From an optimization exercise on the open Yosys and OpenROAD flow, aimed at small area and a short achievable clock period; shortcuts taken in it are not production practice.
In this exercise RTL edits were held to simulation tests only and were not proved equivalent to the original.
Power is estimated from default activity; no workload was simulated.

[flow/run.sh]
#!/bin/bash
# synth_recipe.tcl (not shown) runs the flow's synth.tcl, then flattens the netlist and writes it again
# the make line also repeats each setting of config.mk as NAME=value (left out here)
make -C /OpenROAD-flow-scripts/flow DESIGN_CONFIG=/design/flow/config.mk WORK_HOME=/design/flow/orfs CLKGATE_MAP_FILE= SYNTH_SCRIPT=/design/flow/synth_recipe.tcl finish
[flow/config.mk]
export PLATFORM = sky130hd
export DESIGN_NAME = MINGA_TOP
export DESIGN_NICKNAME = MINGA_TOP
export VERILOG_FILES = /design/flow/design.v
export SDC_FILE = /design/flow/constraint.sdc
export NUM_CORES = 4
export LEC_CHECK = 0
export CAP_MARGIN = 20
export CORE_MARGIN = 2
export CORE_UTILIZATION = 45
export PLACE_DENSITY = 0.6
export SLEW_MARGIN = 20
[flow/constraint.sdc]
create_clock -name core_clock -period 5.5 [get_ports {sys_clk}]
set_input_delay 1.1000 -clock core_clock [delete_from_list [all_inputs] [get_ports {sys_clk}]]
set_output_delay 1.1000 -clock core_clock [all_outputs]
set_load 0.01 [all_outputs]
[flow/design.v]
module CRC32_D64(
    data_in,
    crc_last,
    crc_out
);
input   [63:0]  data_in;
input   [31:0]  crc_last;
output  [31:0]  crc_out;
wire    [63:0]  d;
wire    [31:0]  c;
wire    [31:0]  newcrc;
assign     d = data_in;
assign     c = crc_last;
assign    newcrc[0] = d[63] ^ d[61] ^ d[60] ^ d[58] ^ d[55] ^ d[54] ^ d[53] ^ d[50] ^ d[48] ^ d[47] ^ d[45] ^ d[44] ^ d[37] ^ d[34] ^ d[32] ^ d[31] ^ d[30] ^ d[29] ^ d[28] ^ d[26] ^ d[25] ^ d[24] ^ d[16] ^ d[12] ^ d[10] ^ d[9] ^ d[6] ^ d[0] ^ c[0] ^ c[2] ^ c[5] ^ c[12] ^ c[13] ^ c[15] ^ c[16] ^ c[18] ^ c[21] ^ c[22] ^ c[23] ^ c[26] ^ c[28] ^ c[29] ^ c[31];
assign    newcrc[1] = d[63] ^ d[62] ^ d[60] ^ d[59] ^ d[58] ^ d[56] ^ d[53] ^ d[51] ^ d[50] ^ d[49] ^ d[47] ^ d[46] ^ d[44] ^ d[38] ^ d[37] ^ d[35] ^ d[34] ^ d[33] ^ d[28] ^ d[27] ^ d[24] ^ d[17] ^ d[16] ^ d[13] ^ d[12] ^ d[11] ^ d[9] ^ d[7] ^ d[6] ^ d[1] ^ d[0] ^ c[1] ^ c[2] ^ c[3] ^ c[5] ^ c[6] ^ c[12] ^ c[14] ^ c[15] ^ c[17] ^ c[18] ^ c[19] ^ c[21] ^ c[24] ^ c[26] ^ c[27] ^ c[28] ^ c[30] ^ c[31];
assign    newcrc[2] = d[59] ^ d[58] ^ d[57] ^ d[55] ^ d[53] ^ d[52] ^ d[51] ^ d[44] ^ d[39] ^ d[38] ^ d[37] ^ d[36] ^ d[35] ^ d[32] ^ d[31] ^ d[30] ^ d[26] ^ d[24] ^ d[18] ^ d[17] ^ d[16] ^ d[14] ^ d[13] ^ d[9] ^ d[8] ^ d[7] ^ d[6] ^ d[2] ^ d[1] ^ d[0] ^ c[0] ^ c[3] ^ c[4] ^ c[5] ^ c[6] ^ c[7] ^ c[12] ^ c[19] ^ c[20] ^ c[21] ^ c[23] ^ c[25] ^ c[26] ^ c[27];
assign    newcrc[3] = d[60] ^ d[59] ^ d[58] ^ d[56] ^ d[54] ^ d[53] ^ d[52] ^ d[45] ^ d[40] ^ d[39] ^ d[38] ^ d[37] ^ d[36] ^ d[33] ^ d[32] ^ d[31] ^ d[27] ^ d[25] ^ d[19] ^ d[18] ^ d[17] ^ d[15] ^ d[14] ^ d[10] ^ d[9] ^ d[8] ^ d[7] ^ d[3] ^ d[2] ^ d[1] ^ c[0] ^ c[1] ^ c[4] ^ c[5] ^ c[6] ^ c[7] ^ c[8] ^ c[13] ^ c[20] ^ c[21] ^ c[22] ^ c[24] ^ c[26] ^ c[27] ^ c[28];
assign    newcrc[4] = d[63] ^ d[59] ^ d[58] ^ d[57] ^ d[50] ^ d[48] ^ d[47] ^ d[46] ^ d[45] ^ d[44] ^ d[41] ^ d[40] ^ d[39] ^ d[38] ^ d[33] ^ d[31] ^ d[30] ^ d[29] ^ d[25] ^ d[24] ^ d[20] ^ d[19] ^ d[18] ^ d[15] ^ d[12] ^ d[11] ^ d[8] ^ d[6] ^ d[4] ^ d[3] ^ d[2] ^ d[0] ^ c[1] ^ c[6] ^ c[7] ^ c[8] ^ c[9] ^ c[12] ^ c[13] ^ c[14] ^ c[15] ^ c[16] ^ c[18] ^ c[25] ^ c[26] ^ c[27] ^ c[31];
assign    newcrc[5] = d[63] ^ d[61] ^ d[59] ^ d[55] ^ d[54] ^ d[53] ^ d[51] ^ d[50] ^ d[49] ^ d[46] ^ d[44] ^ d[42] ^ d[41] ^ d[40] ^ d[39] ^ d[37] ^ d[29] ^ d[28] ^ d[24] ^ d[21] ^ d[20] ^ d[19] ^ d[13] ^ d[10] ^ d[7] ^ d[6] ^ d[5] ^ d[4] ^ d[3] ^ d[1] ^ d[0] ^ c[5] ^ c[7] ^ c[8] ^ c[9] ^ c[10] ^ c[12] ^ c[14] ^ c[17] ^ c[18] ^ c[19] ^ c[21] ^ c[22] ^ c[23] ^ c[27] ^ c[29] ^ c[31];
assign    newcrc[6] = d[62] ^ d[60] ^ d[56] ^ d[55] ^ d[54] ^ d[52] ^ d[51] ^ d[50] ^ d[47] ^ d[45] ^ d[43] ^ d[42] ^ d[41] ^ d[40] ^ d[38] ^ d[30] ^ d[29] ^ d[25] ^ d[22] ^ d[21] ^ d[20] ^ d[14] ^ d[11] ^ d[8] ^ d[7] ^ d[6] ^ d[5] ^ d[4] ^ d[2] ^ d[1] ^ c[6] ^ c[8] ^ c[9] ^ c[10] ^ c[11] ^ c[13] ^ c[15] ^ c[18] ^ c[19] ^ c[20] ^ c[22] ^ c[23] ^ c[24] ^ c[28] ^ c[30];
assign    newcrc[7] = d[60] ^ d[58] ^ d[57] ^ d[56] ^ d[54] ^ d[52] ^ d[51] ^ d[50] ^ d[47] ^ d[46] ^ d[45] ^ d[43] ^ d[42] ^ d[41] ^ d[39] ^ d[37] ^ d[34] ^ d[32] ^ d[29] ^ d[28] ^ d[25] ^ d[24] ^ d[23] ^ d[22] ^ d[21] ^ d[16] ^ d[15] ^ d[10] ^ d[8] ^ d[7] ^ d[5] ^ d[3] ^ d[2] ^ d[0] ^ c[0] ^ c[2] ^ c[5] ^ c[7] ^ c[9] ^ c[10] ^ c[11] ^ c[13] ^ c[14] ^ c[15] ^ c[18] ^ c[19] ^ c[20] ^ c[22] ^ c[24] ^ c[25] ^ c[26] ^ c[28];
assign    newcrc[8] = d[63] ^ d[60] ^ d[59] ^ d[57] ^ d[54] ^ d[52] ^ d[51] ^ d[50] ^ d[46] ^ d[45] ^ d[43] ^ d[42] ^ d[40] ^ d[38] ^ d[37] ^ d[35] ^ d[34] ^ d[33] ^ d[32] ^ d[31] ^ d[28] ^ d[23] ^ d[22] ^ d[17] ^ d[12] ^ d[11] ^ d[10] ^ d[8] ^ d[4] ^ d[3] ^ d[1] ^ d[0] ^ c[0] ^ c[1] ^ c[2] ^ c[3] ^ c[5] ^ c[6] ^ c[8] ^ c[10] ^ c[11] ^ c[13] ^ c[14] ^ c[18] ^ c[19] ^ c[20] ^ c[22] ^ c[25] ^ c[27] ^ c[28] ^ c[31];
assign    newcrc[9] = d[61] ^ d[60] ^ d[58] ^ d[55] ^ d[53] ^ d[52] ^ d[51] ^ d[47] ^ d[46] ^ d[44] ^ d[43] ^ d[41] ^ d[39] ^ d[38] ^ d[36] ^ d[35] ^ d[34] ^ d[33] ^ d[32] ^ d[29] ^ d[24] ^ d[23] ^ d[18] ^ d[13] ^ d[12] ^ d[11] ^ d[9] ^ d[5] ^ d[4] ^ d[2] ^ d[1] ^ c[0] ^ c[1] ^ c[2] ^ c[3] ^ c[4] ^ c[6] ^ c[7] ^ c[9] ^ c[11] ^ c[12] ^ c[14] ^ c[15] ^ c[19] ^ c[20] ^ c[21] ^ c[23] ^ c[26] ^ c[28] ^ c[29];
assign    newcrc[10] = d[63] ^ d[62] ^ d[60] ^ d[59] ^ d[58] ^ d[56] ^ d[55] ^ d[52] ^ d[50] ^ d[42] ^ d[40] ^ d[39] ^ d[36] ^ d[35] ^ d[33] ^ d[32] ^ d[31] ^ d[29] ^ d[28] ^ d[26] ^ d[19] ^ d[16] ^ d[14] ^ d[13] ^ d[9] ^ d[5] ^ d[3] ^ d[2] ^ d[0] ^ c[0] ^ c[1] ^ c[3] ^ c[4] ^ c[7] ^ c[8] ^ c[10] ^ c[18] ^ c[20] ^ c[23] ^ c[24] ^ c[26] ^ c[27] ^ c[28] ^ c[30] ^ c[31];
assign    newcrc[11] = d[59] ^ d[58] ^ d[57] ^ d[56] ^ d[55] ^ d[54] ^ d[51] ^ d[50] ^ d[48] ^ d[47] ^ d[45] ^ d[44] ^ d[43] ^ d[41] ^ d[40] ^ d[36] ^ d[33] ^ d[31] ^ d[28] ^ d[27] ^ d[26] ^ d[25] ^ d[24] ^ d[20] ^ d[17] ^ d[16] ^ d[15] ^ d[14] ^ d[12] ^ d[9] ^ d[4] ^ d[3] ^ d[1] ^ d[0] ^ c[1] ^ c[4] ^ c[8] ^ c[9] ^ c[11] ^ c[12] ^ c[13] ^ c[15] ^ c[16] ^ c[18] ^ c[19] ^ c[22] ^ c[23] ^ c[24] ^ c[25] ^ c[26] ^ c[27];
assign    newcrc[12] = d[63] ^ d[61] ^ d[59] ^ d[57] ^ d[56] ^ d[54] ^ d[53] ^ d[52] ^ d[51] ^ d[50] ^ d[49] ^ d[47] ^ d[46] ^ d[42] ^ d[41] ^ d[31] ^ d[30] ^ d[27] ^ d[24] ^ d[21] ^ d[18] ^ d[17] ^ d[15] ^ d[13] ^ d[12] ^ d[9] ^ d[6] ^ d[5] ^ d[4] ^ d[2] ^ d[1] ^ d[0] ^ c[9] ^ c[10] ^ c[14] ^ c[15] ^ c[17] ^ c[18] ^ c[19] ^ c[20] ^ c[21] ^ c[22] ^ c[24] ^ c[25] ^ c[27] ^ c[29] ^ c[31];
assign    newcrc[13] = d[62] ^ d[60] ^ d[58] ^ d[57] ^ d[55] ^ d[54] ^ d[53] ^ d[52] ^ d[51] ^ d[50] ^ d[48] ^ d[47] ^ d[43] ^ d[42] ^ d[32] ^ d[31] ^ d[28] ^ d[25] ^ d[22] ^ d[19] ^ d[18] ^ d[16] ^ d[14] ^ d[13] ^ d[10] ^ d[7] ^ d[6] ^ d[5] ^ d[3] ^ d[2] ^ d[1] ^ c[0] ^ c[10] ^ c[11] ^ c[15] ^ c[16] ^ c[18] ^ c[19] ^ c[20] ^ c[21] ^ c[22] ^ c[23] ^ c[25] ^ c[26] ^ c[28] ^ c[30];
assign    newcrc[14] = d[63] ^ d[61] ^ d[59] ^ d[58] ^ d[56] ^ d[55] ^ d[54] ^ d[53] ^ d[52] ^ d[51] ^ d[49] ^ d[48] ^ d[44] ^ d[43] ^ d[33] ^ d[32] ^ d[29] ^ d[26] ^ d[23] ^ d[20] ^ d[19] ^ d[17] ^ d[15] ^ d[14] ^ d[11] ^ d[8] ^ d[7] ^ d[6] ^ d[4] ^ d[3] ^ d[2] ^ c[0] ^ c[1] ^ c[11] ^ c[12] ^ c[16] ^ c[17] ^ c[19] ^ c[20] ^ c[21] ^ c[22] ^ c[23] ^ c[24] ^ c[26] ^ c[27] ^ c[29] ^ c[31];
assign    newcrc[15] = d[62] ^ d[60] ^ d[59] ^ d[57] ^ d[56] ^ d[55] ^ d[54] ^ d[53] ^ d[52] ^ d[50] ^ d[49] ^ d[45] ^ d[44] ^ d[34] ^ d[33] ^ d[30] ^ d[27] ^ d[24] ^ d[21] ^ d[20] ^ d[18] ^ d[16] ^ d[15] ^ d[12] ^ d[9] ^ d[8] ^ d[7] ^ d[5] ^ d[4] ^ d[3] ^ c[1] ^ c[2] ^ c[12] ^ c[13] ^ c[17] ^ c[18] ^ c[20] ^ c[21] ^ c[22] ^ c[23] ^ c[24] ^ c[25] ^ c[27] ^ c[28] ^ c[30];
assign    newcrc[16] = d[57] ^ d[56] ^ d[51] ^ d[48] ^ d[47] ^ d[46] ^ d[44] ^ d[37] ^ d[35] ^ d[32] ^ d[30] ^ d[29] ^ d[26] ^ d[24] ^ d[22] ^ d[21] ^ d[19] ^ d[17] ^ d[13] ^ d[12] ^ d[8] ^ d[5] ^ d[4] ^ d[0] ^ c[0] ^ c[3] ^ c[5] ^ c[12] ^ c[14] ^ c[15] ^ c[16] ^ c[19] ^ c[24] ^ c[25];
assign    newcrc[17] = d[58] ^ d[57] ^ d[52] ^ d[49] ^ d[48] ^ d[47] ^ d[45] ^ d[38] ^ d[36] ^ d[33] ^ d[31] ^ d[30] ^ d[27] ^ d[25] ^ d[23] ^ d[22] ^ d[20] ^ d[18] ^ d[14] ^ d[13] ^ d[9] ^ d[6] ^ d[5] ^ d[1] ^ c[1] ^ c[4] ^ c[6] ^ c[13] ^ c[15] ^ c[16] ^ c[17] ^ c[20] ^ c[25] ^ c[26];
assign    newcrc[18] = d[59] ^ d[58] ^ d[53] ^ d[50] ^ d[49] ^ d[48] ^ d[46] ^ d[39] ^ d[37] ^ d[34] ^ d[32] ^ d[31] ^ d[28] ^ d[26] ^ d[24] ^ d[23] ^ d[21] ^ d[19] ^ d[15] ^ d[14] ^ d[10] ^ d[7] ^ d[6] ^ d[2] ^ c[0] ^ c[2] ^ c[5] ^ c[7] ^ c[14] ^ c[16] ^ c[17] ^ c[18] ^ c[21] ^ c[26] ^ c[27];
assign    newcrc[19] = d[60] ^ d[59] ^ d[54] ^ d[51] ^ d[50] ^ d[49] ^ d[47] ^ d[40] ^ d[38] ^ d[35] ^ d[33] ^ d[32] ^ d[29] ^ d[27] ^ d[25] ^ d[24] ^ d[22] ^ d[20] ^ d[16] ^ d[15] ^ d[11] ^ d[8] ^ d[7] ^ d[3] ^ c[0] ^ c[1] ^ c[3] ^ c[6] ^ c[8] ^ c[15] ^ c[17] ^ c[18] ^ c[19] ^ c[22] ^ c[27] ^ c[28];
assign    newcrc[20] = d[61] ^ d[60] ^ d[55] ^ d[52] ^ d[51] ^ d[50] ^ d[48] ^ d[41] ^ d[39] ^ d[36] ^ d[34] ^ d[33] ^ d[30] ^ d[28] ^ d[26] ^ d[25] ^ d[23] ^ d[21] ^ d[17] ^ d[16] ^ d[12] ^ d[9] ^ d[8] ^ d[4] ^ c[1] ^ c[2] ^ c[4] ^ c[7] ^ c[9] ^ c[16] ^ c[18] ^ c[19] ^ c[20] ^ c[23] ^ c[28] ^ c[29];
assign    newcrc[21] = d[62] ^ d[61] ^ d[56] ^ d[53] ^ d[52] ^ d[51] ^ d[49] ^ d[42] ^ d[40] ^ d[37] ^ d[35] ^ d[34] ^ d[31] ^ d[29] ^ d[27] ^ d[26] ^ d[24] ^ d[22] ^ d[18] ^ d[17] ^ d[13] ^ d[10] ^ d[9] ^ d[5] ^ c[2] ^ c[3] ^ c[5] ^ c[8] ^ c[10] ^ c[17] ^ c[19] ^ c[20] ^ c[21] ^ c[24] ^ c[29] ^ c[30];
assign    newcrc[22] = d[62] ^ d[61] ^ d[60] ^ d[58] ^ d[57] ^ d[55] ^ d[52] ^ d[48] ^ d[47] ^ d[45] ^ d[44] ^ d[43] ^ d[41] ^ d[38] ^ d[37] ^ d[36] ^ d[35] ^ d[34] ^ d[31] ^ d[29] ^ d[27] ^ d[26] ^ d[24] ^ d[23] ^ d[19] ^ d[18] ^ d[16] ^ d[14] ^ d[12] ^ d[11] ^ d[9] ^ d[0] ^ c[2] ^ c[3] ^ c[4] ^ c[5] ^ c[6] ^ c[9] ^ c[11] ^ c[12] ^ c[13] ^ c[15] ^ c[16] ^ c[20] ^ c[23] ^ c[25] ^ c[26] ^ c[28] ^ c[29] ^ c[30];
assign    newcrc[23] = d[62] ^ d[60] ^ d[59] ^ d[56] ^ d[55] ^ d[54] ^ d[50] ^ d[49] ^ d[47] ^ d[46] ^ d[42] ^ d[39] ^ d[38] ^ d[36] ^ d[35] ^ d[34] ^ d[31] ^ d[29] ^ d[27] ^ d[26] ^ d[20] ^ d[19] ^ d[17] ^ d[16] ^ d[15] ^ d[13] ^ d[9] ^ d[6] ^ d[1] ^ d[0] ^ c[2] ^ c[3] ^ c[4] ^ c[6] ^ c[7] ^ c[10] ^ c[14] ^ c[15] ^ c[17] ^ c[18] ^ c[22] ^ c[23] ^ c[24] ^ c[27] ^ c[28] ^ c[30];
assign    newcrc[24] = d[63] ^ d[61] ^ d[60] ^ d[57] ^ d[56] ^ d[55] ^ d[51] ^ d[50] ^ d[48] ^ d[47] ^ d[43] ^ d[40] ^ d[39] ^ d[37] ^ d[36] ^ d[35] ^ d[32] ^ d[30] ^ d[28] ^ d[27] ^ d[21] ^ d[20] ^ d[18] ^ d[17] ^ d[16] ^ d[14] ^ d[10] ^ d[7] ^ d[2] ^ d[1] ^ c[0] ^ c[3] ^ c[4] ^ c[5] ^ c[7] ^ c[8] ^ c[11] ^ c[15] ^ c[16] ^ c[18] ^ c[19] ^ c[23] ^ c[24] ^ c[25] ^ c[28] ^ c[29] ^ c[31];
assign    newcrc[25] = d[62] ^ d[61] ^ d[58] ^ d[57] ^ d[56] ^ d[52] ^ d[51] ^ d[49] ^ d[48] ^ d[44] ^ d[41] ^ d[40] ^ d[38] ^ d[37] ^ d[36] ^ d[33] ^ d[31] ^ d[29] ^ d[28] ^ d[22] ^ d[21] ^ d[19] ^ d[18] ^ d[17] ^ d[15] ^ d[11] ^ d[8] ^ d[3] ^ d[2] ^ c[1] ^ c[4] ^ c[5] ^ c[6] ^ c[8] ^ c[9] ^ c[12] ^ c[16] ^ c[17] ^ c[19] ^ c[20] ^ c[24] ^ c[25] ^ c[26] ^ c[29] ^ c[30];
assign    newcrc[26] = d[62] ^ d[61] ^ d[60] ^ d[59] ^ d[57] ^ d[55] ^ d[54] ^ d[52] ^ d[49] ^ d[48] ^ d[47] ^ d[44] ^ d[42] ^ d[41] ^ d[39] ^ d[38] ^ d[31] ^ d[28] ^ d[26] ^ d[25] ^ d[24] ^ d[23] ^ d[22] ^ d[20] ^ d[19] ^ d[18] ^ d[10] ^ d[6] ^ d[4] ^ d[3] ^ d[0] ^ c[6] ^ c[7] ^ c[9] ^ c[10] ^ c[12] ^ c[15] ^ c[16] ^ c[17] ^ c[20] ^ c[22] ^ c[23] ^ c[25] ^ c[27] ^ c[28] ^ c[29] ^ c[30];
assign    newcrc[27] = d[63] ^ d[62] ^ d[61] ^ d[60] ^ d[58] ^ d[56] ^ d[55] ^ d[53] ^ d[50] ^ d[49] ^ d[48] ^ d[45] ^ d[43] ^ d[42] ^ d[40] ^ d[39] ^ d[32] ^ d[29] ^ d[27] ^ d[26] ^ d[25] ^ d[24] ^ d[23] ^ d[21] ^ d[20] ^ d[19] ^ d[11] ^ d[7] ^ d[5] ^ d[4] ^ d[1] ^ c[0] ^ c[7] ^ c[8] ^ c[10] ^ c[11] ^ c[13] ^ c[16] ^ c[17] ^ c[18] ^ c[21] ^ c[23] ^ c[24] ^ c[26] ^ c[28] ^ c[29] ^ c[30] ^ c[31];
assign    newcrc[28] = d[63] ^ d[62] ^ d[61] ^ d[59] ^ d[57] ^ d[56] ^ d[54] ^ d[51] ^ d[50] ^ d[49] ^ d[46] ^ d[44] ^ d[43] ^ d[41] ^ d[40] ^ d[33] ^ d[30] ^ d[28] ^ d[27] ^ d[26] ^ d[25] ^ d[24] ^ d[22] ^ d[21] ^ d[20] ^ d[12] ^ d[8] ^ d[6] ^ d[5] ^ d[2] ^ c[1] ^ c[8] ^ c[9] ^ c[11] ^ c[12] ^ c[14] ^ c[17] ^ c[18] ^ c[19] ^ c[22] ^ c[24] ^ c[25] ^ c[27] ^ c[29] ^ c[30] ^ c[31];
assign    newcrc[29] = d[63] ^ d[62] ^ d[60] ^ d[58] ^ d[57] ^ d[55] ^ d[52] ^ d[51] ^ d[50] ^ d[47] ^ d[45] ^ d[44] ^ d[42] ^ d[41] ^ d[34] ^ d[31] ^ d[29] ^ d[28] ^ d[27] ^ d[26] ^ d[25] ^ d[23] ^ d[22] ^ d[21] ^ d[13] ^ d[9] ^ d[7] ^ d[6] ^ d[3] ^ c[2] ^ c[9] ^ c[10] ^ c[12] ^ c[13] ^ c[15] ^ c[18] ^ c[19] ^ c[20] ^ c[23] ^ c[25] ^ c[26] ^ c[28] ^ c[30] ^ c[31];
assign    newcrc[30] = d[63] ^ d[61] ^ d[59] ^ d[58] ^ d[56] ^ d[53] ^ d[52] ^ d[51] ^ d[48] ^ d[46] ^ d[45] ^ d[43] ^ d[42] ^ d[35] ^ d[32] ^ d[30] ^ d[29] ^ d[28] ^ d[27] ^ d[26] ^ d[24] ^ d[23] ^ d[22] ^ d[14] ^ d[10] ^ d[8] ^ d[7] ^ d[4] ^ c[0] ^ c[3] ^ c[10] ^ c[11] ^ c[13] ^ c[14] ^ c[16] ^ c[19] ^ c[20] ^ c[21] ^ c[24] ^ c[26] ^ c[27] ^ c[29] ^ c[31];
assign    newcrc[31] = d[62] ^ d[60] ^ d[59] ^ d[57] ^ d[54] ^ d[53] ^ d[52] ^ d[49] ^ d[47] ^ d[46] ^ d[44] ^ d[43] ^ d[36] ^ d[33] ^ d[31] ^ d[30] ^ d[29] ^ d[28] ^ d[27] ^ d[25] ^ d[24] ^ d[23] ^ d[15] ^ d[11] ^ d[9] ^ d[8] ^ d[5] ^ c[1] ^ c[4] ^ c[11] ^ c[12] ^ c[14] ^ c[15] ^ c[17] ^ c[20] ^ c[21] ^ c[22] ^ c[25] ^ c[27] ^ c[28] ^ c[30];
assign crc_out = newcrc;
endmodule
module crc32_64bit_gen(
  input 			     clk			  , 	 
	input 			     reset_n		,	   
	input [63:0] 	   data		    ,	   
	input 			     datavalid	,	   
	output[31:0] 	   checksum	  ,	   
	output reg			     crcvalid		     
);
wire [31:0] nextCRC32_D64 	;
wire [63:0] data_tmp		    ;
reg [31:0] 	crc_result		  ;
reg  [31:0] checksum_tmp 	  ;
assign data_tmp = {data[56],data[57],data[58],data[59],data[60],data[61],data[62],data[63],
                   data[48],data[49],data[50],data[51],data[52],data[53],data[54],data[55],
                   data[40],data[41],data[42],data[43],data[44],data[45],data[46],data[47],
                   data[32],data[33],data[34],data[35],data[36],data[37],data[38],data[39],
                   data[24],data[25],data[26],data[27],data[28],data[29],data[30],data[31],
                   data[16],data[17],data[18],data[19],data[20],data[21],data[22],data[23],
                   data[8],data[9],data[10],data[11],data[12],data[13],data[14],data[15],
                   data[0],data[1],data[2],data[3],data[4],data[5],data[6],data[7]
                   };
always @ (posedge clk or negedge reset_n)
begin
    if (~reset_n) begin
        checksum_tmp <= 32'b0;
        crcvalid <= 1'b0;
    end
    else if(datavalid) begin
    	crcvalid <= 1'b1;
    	checksum_tmp <= nextCRC32_D64;
    end
    else begin
    	checksum_tmp <= 32'b0;
        crcvalid <= 1'b0;
    end
end
assign checksum = ~{checksum_tmp[24],checksum_tmp[25],checksum_tmp[26],checksum_tmp[27],checksum_tmp[28],checksum_tmp[29],checksum_tmp[30],checksum_tmp[31],
                    checksum_tmp[16],checksum_tmp[17],checksum_tmp[18],checksum_tmp[19],checksum_tmp[20],checksum_tmp[21],checksum_tmp[22],checksum_tmp[23],
                    checksum_tmp[8],checksum_tmp[9],checksum_tmp[10],checksum_tmp[11],checksum_tmp[12],checksum_tmp[13],checksum_tmp[14],checksum_tmp[15],
                    checksum_tmp[0],checksum_tmp[1],checksum_tmp[2],checksum_tmp[3],checksum_tmp[4],checksum_tmp[5],checksum_tmp[6],checksum_tmp[7]};
always @ (posedge clk or negedge reset_n)
begin
    if (~reset_n)
        crc_result <= 32'hffffffff;
    else if(datavalid)
        crc_result <= 32'hffffffff;
    else if(datavalid)
        crc_result <= nextCRC32_D64;
end
CRC32_D64  CRC32_D64_u  (.data_in(data_tmp[63:00]),.crc_last(crc_result),.crc_out(nextCRC32_D64 ));   
endmodule
`timescale 1ns / 1ps
module MINGA_TOP(
	input 			sys_clk		,		 
	input 			rst_n 		,		 
	input [31:0] 	e 			,		 
	input 			e_valid		,		 
	input 			e_query		,		 
	output reg 		out_valid	,		 
	output reg[31:0]out_id 		,		 
	output reg[15:0]out_count			 
    );
	parameter LENGTH = 32 ;
	localparam AW = 5 ;
	wire[31:0] hash							;	 
	wire 	   hash_valid 					;	 
	wire[31:0] random_num 					;	 
	reg [15:0] timer 						;	 
	reg [15:0] counter_array [0:LENGTH-1]	;
	reg [31:0] ID_array [0:LENGTH-1]		;
	reg [31:0] e_reg 						;
	reg 	   query_reg 					;
	reg 	   valid_1 						;
	reg 	   query_1 						;
	reg [31:0] e_reg_1 						;
	reg [AW-1:0] addr_1 					;
	reg [16:0] counter_1 					;	 
	reg [31:0] random_num_reg 				;
	reg 	   valid_2 						;
	reg 	   query_2 						;
	reg [31:0] e_reg_2 						;
	reg [AW-1:0] addr_2 					;
	reg [15:0] counter_2 					;
	reg [63:0] multi_result_1				;
	reg [63:0] multi_result_2				;
	reg [63:0] multi_result_3				;
	reg [63:0] multi_result_4				;
	reg 	   valid_3 						;
	reg 	   query_3 						;
	reg [31:0] e_reg_3 						;
	reg [AW-1:0] addr_3 					;
	reg [15:0] counter_3 					;
	reg 	   replace_3 					;
	integer i ;
	wire [AW-1:0] addr_0 = query_reg ? e_reg[AW-1:0] : hash[AW-1:0] ;
	wire [15:0]   counter_rd = counter_array[addr_0] ;
	wire [16:0]   counter_inc = {1'b0, counter_rd} + 17'b1 ;
	wire [63:0]   multi_sum = {multi_result_1[39:0], 24'b0} + {multi_result_2[47:0], 16'b0}
	                        + {multi_result_3[55:0], 8'b0} + multi_result_4 ;
	wire [31:0]   id_rd = ID_array[addr_3] ;
	always @ (posedge sys_clk or negedge rst_n) begin
	    if (~rst_n) begin
	        timer 			<= 16'b0;
	        e_reg 			<= 32'b0;
	        query_reg 		<= 1'b0;
	    end
	    else begin
	    	timer 			<= timer + 16'b1;
	    	e_reg 			<= e;
	    	query_reg 		<= e_query;
	    end
	end
	always @ (posedge sys_clk or negedge rst_n) begin
	    if (~rst_n) begin
	        for (i = 0; i < LENGTH; i = i + 1)
	        	counter_array[i] <= 16'b0;
	        valid_1 		<= 1'b0;
	        query_1 		<= 1'b0;
	        e_reg_1 		<= 32'b0;
	        addr_1 			<= {AW{1'b0}};
	        counter_1 		<= 17'b0;
	        random_num_reg 	<= 32'b0;
	    end
	    else begin
	    	if (hash_valid == 1'b1 && query_reg == 1'b0)
	    		counter_array[addr_0] <= counter_inc[15:0];
	    	valid_1 		<= hash_valid;
	    	query_1 		<= query_reg;
	    	e_reg_1 		<= e_reg;
	    	addr_1 			<= addr_0;
	    	counter_1 		<= query_reg ? {1'b0, counter_rd} : counter_inc;
	    	random_num_reg 	<= random_num;
	    end
	end
	always @(posedge sys_clk or negedge rst_n) begin
		if(~rst_n) begin
			valid_2 		<= 1'b0;
			query_2 		<= 1'b0;
			e_reg_2 		<= 32'b0;
			addr_2 			<= {AW{1'b0}};
			counter_2 		<= 16'b0;
			multi_result_1 	<= 64'b0;
			multi_result_2 	<= 64'b0;
			multi_result_3 	<= 64'b0;
			multi_result_4 	<= 64'b0;
		end
		else begin
			valid_2 		<= valid_1;
			query_2 		<= query_1;
			e_reg_2 		<= e_reg_1;
			addr_2 			<= addr_1;
			counter_2 		<= counter_1[15:0];
			if (valid_1 == 1'b1) begin
				multi_result_1 <= random_num_reg[31:16] * counter_1[16:8];
				multi_result_2 <= random_num_reg[31:16] * counter_1[7:0];
				multi_result_3 <= random_num_reg[15:0] * counter_1[16:8];
				multi_result_4 <= random_num_reg[15:0] * counter_1[7:0];
			end
		end
	end
	always @(posedge sys_clk or negedge rst_n) begin
		if(~rst_n) begin
			valid_3 		<= 1'b0;
			query_3 		<= 1'b0;
			e_reg_3 		<= 32'b0;
			addr_3 			<= {AW{1'b0}};
			counter_3 		<= 16'b0;
			replace_3 		<= 1'b0;
		end
		else begin
			valid_3 		<= valid_2;
			query_3 		<= query_2;
			e_reg_3 		<= e_reg_2;
			addr_3 			<= addr_2;
			counter_3 		<= counter_2;
			replace_3 		<= (multi_sum[63:32] == 32'b0);
		end
	end
	always @(posedge sys_clk or negedge rst_n) begin
		if(~rst_n) begin
			for (i = 0; i < LENGTH; i = i + 1)
				ID_array[i] <= 32'b0;
			out_valid 		<= 1'b0;
			out_id 			<= 32'b0;
			out_count 		<= 16'b0;
		end
		else begin
			out_valid 		<= valid_3;
			out_count 		<= counter_3;
			if (valid_3 == 1'b1 && query_3 == 1'b0 && replace_3 == 1'b1) begin
				ID_array[addr_3] <= e_reg_3;
				out_id 			<= e_reg_3;
			end
			else begin
				out_id 			<= id_rd;
			end
		end
	end
	crc32_64bit_gen random_num_gen(
    .clk		(sys_clk			), 	 
	.reset_n	(rst_n 				),	 
	.data		({48'b0, timer}		),	 
	.datavalid	(e_valid			),	 
	.checksum	(random_num			),
	.crcvalid	(					)
	);
	crc32_64bit_gen hash_gen(
    .clk		(sys_clk			), 	 
	.reset_n	(rst_n 				),	 
	.data		({32'b0, e}			),	 
	.datavalid	(e_valid			),	 
	.checksum	(hash				),
	.crcvalid	(hash_valid			)
	);
endmodule
==> summary.txt <==
repair_timing:
item	in CTS	in global routing
pin swaps	0	12
setup buffers	0	4
setup endpoints to repair	4	21
resized for setup	3	47
synthesized netlist by cell type, types with 55 or more instances:
master | instances | area share [%]
fa_1 | 375 | 7.5
xor2_1 | 66 | 0.58
buf_2 | 70 | 0.35
nand4_1 | 78 | 0.49
dfrtp_1 | 1961 | 49
nand3_1 | 154 | 0.77
buf_1 | 55 | 0.21
xnor2_1 | 208 | 1.8
clkbuf_1 | 534 | 2.0
ha_1 | 235 | 3.0
a221oi_1 | 195 | 1.7
nor2_1 | 377 | 1.4
a22oi_1 | 218 | 1.6
nand2_1 | 725 | 2.7
o21ai_0 | 314 | 1.6
o21ai_1 | 84 | 0.42
inv_1 | 447 | 1.7
a22o_1 | 175 | 1.5
mux2_2 | 1130 | 13
and2_1 | 255 | 1.6
a21oi_1 | 386 | 1.9
nor3_1 | 67 | 0.34
final timing paths:
kind | cells past startpoint | start | end
worst min-delay path | 1 | rst_n | out_id[26]
max in group asynchronous | 2 | rst_n | ID_array[29][12]
worst max register to register | 20 | counter_1[12] | multi_result_1[23]
min in group core_clock | 0 | counter_2[7] | counter_3[7]
worst max-delay path | 20 | counter_1[12] | multi_result_1[23]
worst min register to register | 0 | counter_2[7] | counter_3[7]
cells by family after synthesis:
| group | after synthesis |
|---|---|
| xor+xnor | 275 |
| flops | 1961 |
| fa+ha+maj | 610 |
| compound gates | 1714 |
| simple gates | 1845 |
| buf+inv | 1130 |
| mux | 1149 |
routing by layer:
layer	global-route usage [%]	wire [um]	vias up
met4	12.2	15300	4
met1	40.1	136000	37500
met3	5.98	28500	859
li1	-	-	30600
met2	46.9	154000	3338
met5	0	18	-
layout make-up:
type                            instances  share of cell area (%)
Multi-Input combinational cell       5593                    41.2
Antenna cell                            3                 0.00659
Sequential cell                      1961                    43.1
Timing Repair Buffer                  575                    4.62
Tap cell                             2958                    3.25
Clock buffer                          305                    5.32
Clock inverter                         87                    1.05
Inverter                              448                    1.48
power by group:
part           switching, W  internal, W
clock               0.00629      0.00852
combinational        0.0236       0.0187
sequential          0.00130       0.0164
total                0.0312       0.0437
metrics by stage:
step	std cells	setup TNS (ps)	power (W)
after floorplan	8684	0	0.0449
after global placement	11500	-38.4	0.0579
after detailed placement	11500	-19.9	0.0586
after CTS	11900	0	0.0738
after global routing	11900	-119	0.0808
final	11900	0	0.0749
==> summary.md <==
| Metric | Value |
|---|---|
| Die area | `225,000 um^2` |
| DRC | `0` |
| VDD IR max | `0.000973 V` |
| Mux cell area share after synthesis | `13.0%` |
| Reg with most FFs | `ID_array` |
| Library cells used by synthesis | `90` |
| Ys Warns | `4` |
| Ys async rst share | `100%` |
| CTS clk-pin slew, worst paths | `70 ps` |
| WL/cell | `28.0 um` |
| Final Max Slew Viols | `0` |
| GPL Wtd Cong | `0.902` |
| Share of cells above drive strength 1 | `24.0%` |
| Initial Util | `45.3%` |
| Pwr Density | `658 nW/um^2` |
| Slew @ Worst Pin | `1160 ps` |
| Required time of the critical path | `6240 ps` |
| Flops & latches, synth | `1,961` |
| Final worst setup slack | `164 ps` |
| Post-DP HPWL | `215,000 um` |
| Most used DFF post-synth | `dfrtp_1` |
| Final setup fails | `0` |
| I/O Pins | `85` |
| First-pass GRT wire length | `495,000 um` |
| CP Capture Type | `flip-flop` |
| CP Buf/Inv Count | `4` |
| Hold Crit Class | `primary input to asynchronous set/reset pin` |
| Synth Area per Inst | `11.5 um^2` |
| Finished Cell Area | `114,000 um^2` |
| Post-Syn Area | `99,500 um^2` |
| Die W | `474 um` |
| Util after Layout | `51.8%` |
| Max_cap viols | `0` |
| EDFF count, synth | `0` |
| Clk latency of the worst-skew pair | `900 ps` |
| Post-Place Cell Area | `106,000 um^2` |
| # fillers | `19,000` |
| Critical path class | `flip-flop to flip-flop` |
| Clk buf depth | `3` |
| Post-route ant nets | `0` |
| Num CTS Buffers | `209` |
| Compound-cell area share of the yosys netlist | `11.7%` |
| Vias in the first global route | `73,000` |
| Reg2Reg Setup Slack | `160 ps` |
| Core area | `220,000 um^2` |
| Crit path time final | `5340 ps` |
| Clk sink count | `1,961` |
| DP Worst Slack | `-10.2 ps` |
| Slowest cell delay on critical path | `500 ps` |
| CTS root buf | `clkbuf_16` |
| WHS | `277 ps` |
| CTS H-Tree Depth | `4` |
| Commonest non-fill, non-tap cells in the layout | `dfrtp_1, mux2_2, nand2_1` |
| Row count | `172` |
| Vias | `72,200` |
| Reg area | `49,100 um^2` |
| Final net count | `9,434` |
| Most common cell after layout, fill and taps aside | `dfrtp_1` |
| Adder-cell share of the synthesized area | `10.5%` |
| Worst path cell trace | `buf_12 -> buf_4 -> and2_1 -> fa_1 -> inv_1 -> fa_1 -> fa_1 -> inv_1 -> fa_1 -> ha_1 -> or3_1 -> o21ai_0 -> a311o_1 -> nand3_2 -> nand2_2 -> o21ai_1 -> or4_4 -> a31oi_4 -> xnor2_1 -> mux2_2` |
| Largest net degree at the start of global routing | `150` |
| Most used cell, CP | `fa_1` |
| Initial antenna violation count | `15` |
| All-Layer GR Usage | `29.7%` |
| Vias per cell | `6.06` |
| Die Y | `474 um` |
| Status | `no timing/DRC/antenna violations` |
| FMAX | `187 MHz` |
| P&R area growth vs syn | `14.4%` |
| Critical Path AT | `6080 ps` |
| Largest regs | `ID_array x1024, counter_array x512` |
| Slew HR | `20.3%` |
| Main combinational cell family by area after synthesis | `multiplexers` |
| Syn_nets | `9,330` |
| # hold bufs at CTS | `0` |
| First-pass iteration count of the detailed router | `6` |
| Period utilization | `97.0%` |
| Max FO, Critical Path | `15` |
| Lkg Pwr | `53.4 nW` |
| Number of DRC markers in iteration 0 | `7,267` |
| Hold Fails Final Rpt | `0` |
| Synth Area in XOR/XNOR | `2.43%` |
| Crit-path slowest cell | `fa_1` |
| Multi-input logic area | `46,800 um^2` |
| CP startpoint kind | `flip-flop` |
| Sequential element share of the synthesized area | `49.3%` |
| Clock skew | `57.0 ps` |
| Number of flip-flops in the largest register | `1,024` |
| Syn Inst Count | `8,684` |
| CTS tree | `built` |
| WL final | `334,000 um` |
| Cell family with most CP delay | `adder cells` |
| IO buf count | `84` |
| GRT overflow | `0` |
| Simple-gate area share of the yosys netlist | `8.67%` |

afterwards: timing with drivers on the ports:
Ports are ideal in the flow. The routed layout listed here was re-timed in OpenROAD. Step 1 sets driving cells, clkbuf_16 on the clock port and buf_2 on the other inputs (assumed; they add their load-dependent delay and slew). Step 2, shift: input delay + t, output delay - t, t = (earliest + latest rising clock arrival at the registers) / 2. This alone moves slack from input paths to output paths. a / b / c = ideal / step 1 / step 2; a / b = the first two.
t (ns): 0.965
setup slack, ns: 0.164 / 0.164 / 0.164
worst setup path at the end: register to register
worst slew at a driven data input, ns: 0.18
After both steps this run still meets setup and hold. The setup slack of this run moves by 0.000 ns with the drivers and by 0.000 ns with both steps.
